This is an optimization exercise on Yosys and OpenROAD, whose aim is small area, a short achievable clock period and few clock cycles per item, not a production implementation.
Where RTL was checked, it was by simulation tests only, not by an equivalence proof against the original.
Power is estimated from default activity; no workload was simulated.

P:
==> flow/design.v <==
`timescale 1ns / 1ps
`default_nettype none
module Final_p(quotient, remainder, done, rowk, columnk, equal, clk, rst);
output [15:0] quotient, remainder;
output done;
input equal, clk, rst;
input [3:0] rowk, columnk;
wire row_ok = (rowk == 4'd1) | (rowk == 4'd2) | (rowk == 4'd4) | (rowk == 4'd8);
wire col_ok = (columnk == 4'd1) | (columnk == 4'd2) | (columnk == 4'd4) | (columnk == 4'd8);
wire kv = row_ok & col_ok;
wire [3:0] d;
assign d[3] = rowk[3] | (rowk[2] & ~columnk[1]) | (rowk[1] & columnk[3]);
assign d[2] = rowk[3] | (rowk[1] & ~columnk[3]) | (rowk[0] & columnk[3]);
assign d[1] = ((rowk[3] | rowk[2]) & (columnk[3] | columnk[2])) |
              ((rowk[1] | rowk[0]) & (columnk[2] | columnk[1]));
assign d[0] = (rowk[3] & (columnk[3] | columnk[1])) | (rowk[2] & (columnk[3] | columnk[0])) |
              ((rowk[1] | rowk[0]) & (columnk[2] | columnk[0]));
reg prev_kv;
wire press = kv & ~prev_kv;
reg [2:0] cnt;		 
reg full;		 
reg [15:0] r;		 
reg [15:0] dv;		 
reg [15:0] q;		 
reg [4:0] p;		 
reg nz;			 
wire dnz = (d != 4'd0);
wire first = (cnt == 3'd4);
wire last = (cnt == 3'd7);
wire nzp = nz & ~first;					 
wire [3:0] nd = d[3] ? d : d[2] ? {d[2:0], 1'b0} : d[1] ? {d[1:0], 2'b0} : {d[0], 3'b0};
wire [4:0] pbase = (press & (cnt == 3'd0)) ? 5'd12 : p;
reg [2:0] pdec;
always @(*) begin
	if (press & ~cnt[2])
		pdec = d[3] ? 3'd0 : d[2] ? 3'd1 : d[1] ? 3'd2 : d[0] ? 3'd3 : 3'd4;
	else if (press)
		pdec = (nzp | d[3]) ? 3'd4 : d[2] ? 3'd3 : d[1] ? 3'd2 : 3'd1;
	else
		pdec = 3'd1;
end
wire [4:0] pn = pbase - {2'b00, pdec};
wire [3:0] val = nzp ? d : nd;
wire [6:0] t = {3'b000, val} << p[1:0];
wire [4:0] nib;				 
assign nib[0] = (p[4:2] == 3'b111);
assign nib[1] = (p[4:2] == 3'b000);
assign nib[2] = (p[4:2] == 3'b001);
assign nib[3] = (p[4:2] == 3'b010);
assign nib[4] = (p[4:2] == 3'b011);
wire [15:0] placed;
genvar gi;
generate
	for (gi = 0; gi < 16; gi = gi + 1) begin : pl_bits
		if (gi % 4 == 3) begin : hi
			assign placed[gi] = nib[gi / 4 + 1] & t[3];
		end
		else begin : lo
			assign placed[gi] = (nib[gi / 4 + 1] & t[gi % 4]) | (nib[gi / 4] & t[gi % 4 + 4]);
		end
	end
endgenerate
wire run = nz & ~((p[4:2] == 3'b011) | (p[4:2] == 3'b100) | (p[4:2] == 3'b101) | (p[4:2] == 3'b110));
wire step = full & run;
wire [16:0] diff = {1'b0, r} - {1'b0, dv};
wire ge = ~diff[16];
assign done = equal & full & ~run;
assign quotient = q;
assign remainder = r;
always @(posedge clk or posedge rst) begin
	if (rst) begin
		prev_kv <= 1'b0;
		cnt <= 3'd0;
		full <= 1'b0;
	end
	else begin
		prev_kv <= kv;
		if (press) begin
			cnt <= {cnt[2] ^ (cnt[1] & cnt[0]), cnt[1] ^ cnt[0], ~cnt[0]};
			full <= last;
		end
	end
end
always @(posedge clk) begin
	if (press & ~cnt[2])
		r <= {r[11:0], d};
	else if (step & ge)
		r <= diff[15:0];
	if ((press & cnt[2]) | step)
		dv <= cnt[2] ? ((first ? 16'd0 : dv) | placed) : {1'b0, dv[15:1]};
	if ((press & last) | step)
		q <= cnt[2] ? {16{~(nzp | dnz)}} : {q[14:0], ge};
	if (press) begin
		if (~cnt[2]) begin
			if ((cnt[1:0] == 2'd0) | ~nz)
				p <= pn;
			nz <= (nz & (cnt[1:0] != 2'd0)) | dnz;
		end
		else begin
			nz <= nzp | dnz;
			if (nzp | dnz)
				p <= pn;
		end
	end
	else if (step)
		p <= pn;
end
endmodule
`default_nettype wire
export LEC_CHECK = 0
export CAP_MARGIN = 20
export CORE_MARGIN = 2
export CORE_UTILIZATION = 65
export PLACE_DENSITY = 0.8
export SETUP_SLACK_MARGIN = 1.2
export SLEW_MARGIN = 20
create_clock -name core_clock -period 4.0 [get_ports {clk}]
standard.sh (not shown) runs the stock make flow with config.mk's settings and CLKGATE_MAP_FILE= SYNTH_SCRIPT=/design/flow/synth_recipe.tcl, a recipe that flattens the netlist after the stock synthesis.
==> flow/flow/run.sh <==
#!/bin/bash
# The standard layout (standard.sh), with these make settings changed:
#  - plain sky130_fd_sc_hd__buf_1 cells as the port buffers (every port still gets one);
#  - MATCH_CELL_FOOTPRINT=0: the resizer may swap a cell for any other of the
#    same function;
#  - CTS_ARGS: clock tree synthesis without dummy loads.
# Synthesis is the standard one.  The full make output goes to standard.log.
set -u
bash standard.sh finish \
  'BUFFER_PORTS_ARGS=-buffer_cell sky130_fd_sc_hd__buf_1' \
  MATCH_CELL_FOOTPRINT=0 \
  'CTS_ARGS=-sink_clustering_enable -repair_clock_nets -dont_use_dummy_load -buf_list sky130_fd_sc_hd__clkbuf_8 -sink_clustering_size 40 -sink_clustering_max_diameter 200' > standard.log 2>&1
The following lists how Q was set up differently from P:
--- a/flow/design.v
+++ b/flow/design.v
@@ -30,15 +30,27 @@
 wire nzp = nz & ~first;					 
 wire [3:0] nd = d[3] ? d : d[2] ? {d[2:0], 1'b0} : d[1] ? {d[1:0], 2'b0} : {d[0], 3'b0};
-wire [4:0] pbase = (press & (cnt == 3'd0)) ? 5'd12 : p;
-reg [2:0] pdec;
+wire [2:0] pdec = ~cnt[2] ? 3'd1 : (nzp | d[3]) ? 3'd4 : d[2] ? 3'd3 : d[1] ? 3'd2 : 3'd1;
+wire [4:0] pn = p - {2'b00, pdec};
+reg [4:0] pa;
 always @(*) begin
-	if (press & ~cnt[2])
-		pdec = d[3] ? 3'd0 : d[2] ? 3'd1 : d[1] ? 3'd2 : d[0] ? 3'd3 : 3'd4;
-	else if (press)
-		pdec = (nzp | d[3]) ? 3'd4 : d[2] ? 3'd3 : d[1] ? 3'd2 : 3'd1;
-	else
-		pdec = 3'd1;
+	case ({cnt[1:0], d[3], d[2], d[1]})
+		5'b00100, 5'b00101, 5'b00110, 5'b00111: pa = 5'd12;
+		5'b00010, 5'b00011: pa = 5'd11;
+		5'b00001: pa = 5'd10;
+		5'b00000: pa = 5'd9;
+		5'b01100, 5'b01101, 5'b01110, 5'b01111: pa = 5'd8;
+		5'b01010, 5'b01011: pa = 5'd7;
+		5'b01001: pa = 5'd6;
+		5'b01000: pa = 5'd5;
+		5'b10100, 5'b10101, 5'b10110, 5'b10111: pa = 5'd4;
+		5'b10010, 5'b10011: pa = 5'd3;
+		5'b10001: pa = 5'd2;
+		5'b10000: pa = 5'd1;
+		5'b11100, 5'b11101, 5'b11110, 5'b11111: pa = 5'd0;
+		5'b11010, 5'b11011: pa = 5'd31;
+		5'b11001: pa = 5'd30;
+		default: pa = 5'd29;
+	endcase
 end
-wire [4:0] pn = pbase - {2'b00, pdec};
 wire [3:0] val = nzp ? d : nd;
 wire [6:0] t = {3'b000, val} << p[1:0];
@@ -93,6 +105,8 @@
 	if (press) begin
 		if (~cnt[2]) begin
-			if ((cnt[1:0] == 2'd0) | ~nz)
-				p <= pn;
+			if (cnt[1:0] == 2'd0)
+				p <= dnz ? pa : 5'b11100;
+			else if (~nz & dnz)
+				p <= pa;
 			nz <= (nz & (cnt[1:0] != 2'd0)) | dnz;
 		end
- Fraction of area in multi-input gates of P is on par with Q.
- The power was comparable across Q and P.
- Comparing P with Q, the worst hold-check slack came out essentially unchanged.
- Q: mux share of post-synthesis cell area lower than P
- The run with more routed wire is P, not Q.
- Q — switching share of power 0.26 points lower, P as reference
- P → Q: critical path depth decreased by 2 relative to the old numbers, area after synthesis went down by 0.51%.
- Q supports a higher top clock frequency than P.
- Compared to P, Q has arrival time of the worst setup path 0.12 ns lower.
Testbench counts of Q, summed over its fixed seeds: cycles 9,363, divisions 1,600.
Function not checked in P: the RTL went through the layout flow alone.

==> re-timing with driven ports <==
No port has a modelled driver above. Below, the same layouts with a new extraction and two added sets of constraints.
Step 1 assumes that a clkbuf_16 drives the clock port and a buf_2 every other input.
Step 2, shift: input delay + t, output delay - t, t = (earliest + latest rising clock arrival at the registers) / 2. This alone moves slack from input paths to output paths.
Slacks: ideal / step 1 / step 2; pairs: ideal / step 1.
run	t, ns	slack for setup (ns)	hold WS [ns]	worst data-port slew with drivers (ns)
P	0.369	1.154 / 1.145 / 0.775	0.319 / 0.314 / 0.566	0.05
Q	0.367	1.281 / 1.281 / 0.936	0.320 / 0.310 / 0.567	0.03
After both steps setup and hold are still met in every run listed. For P, which loses most, drivers alone change the setup slack by -0.009 ns; drivers and shift together by -0.379 ns.
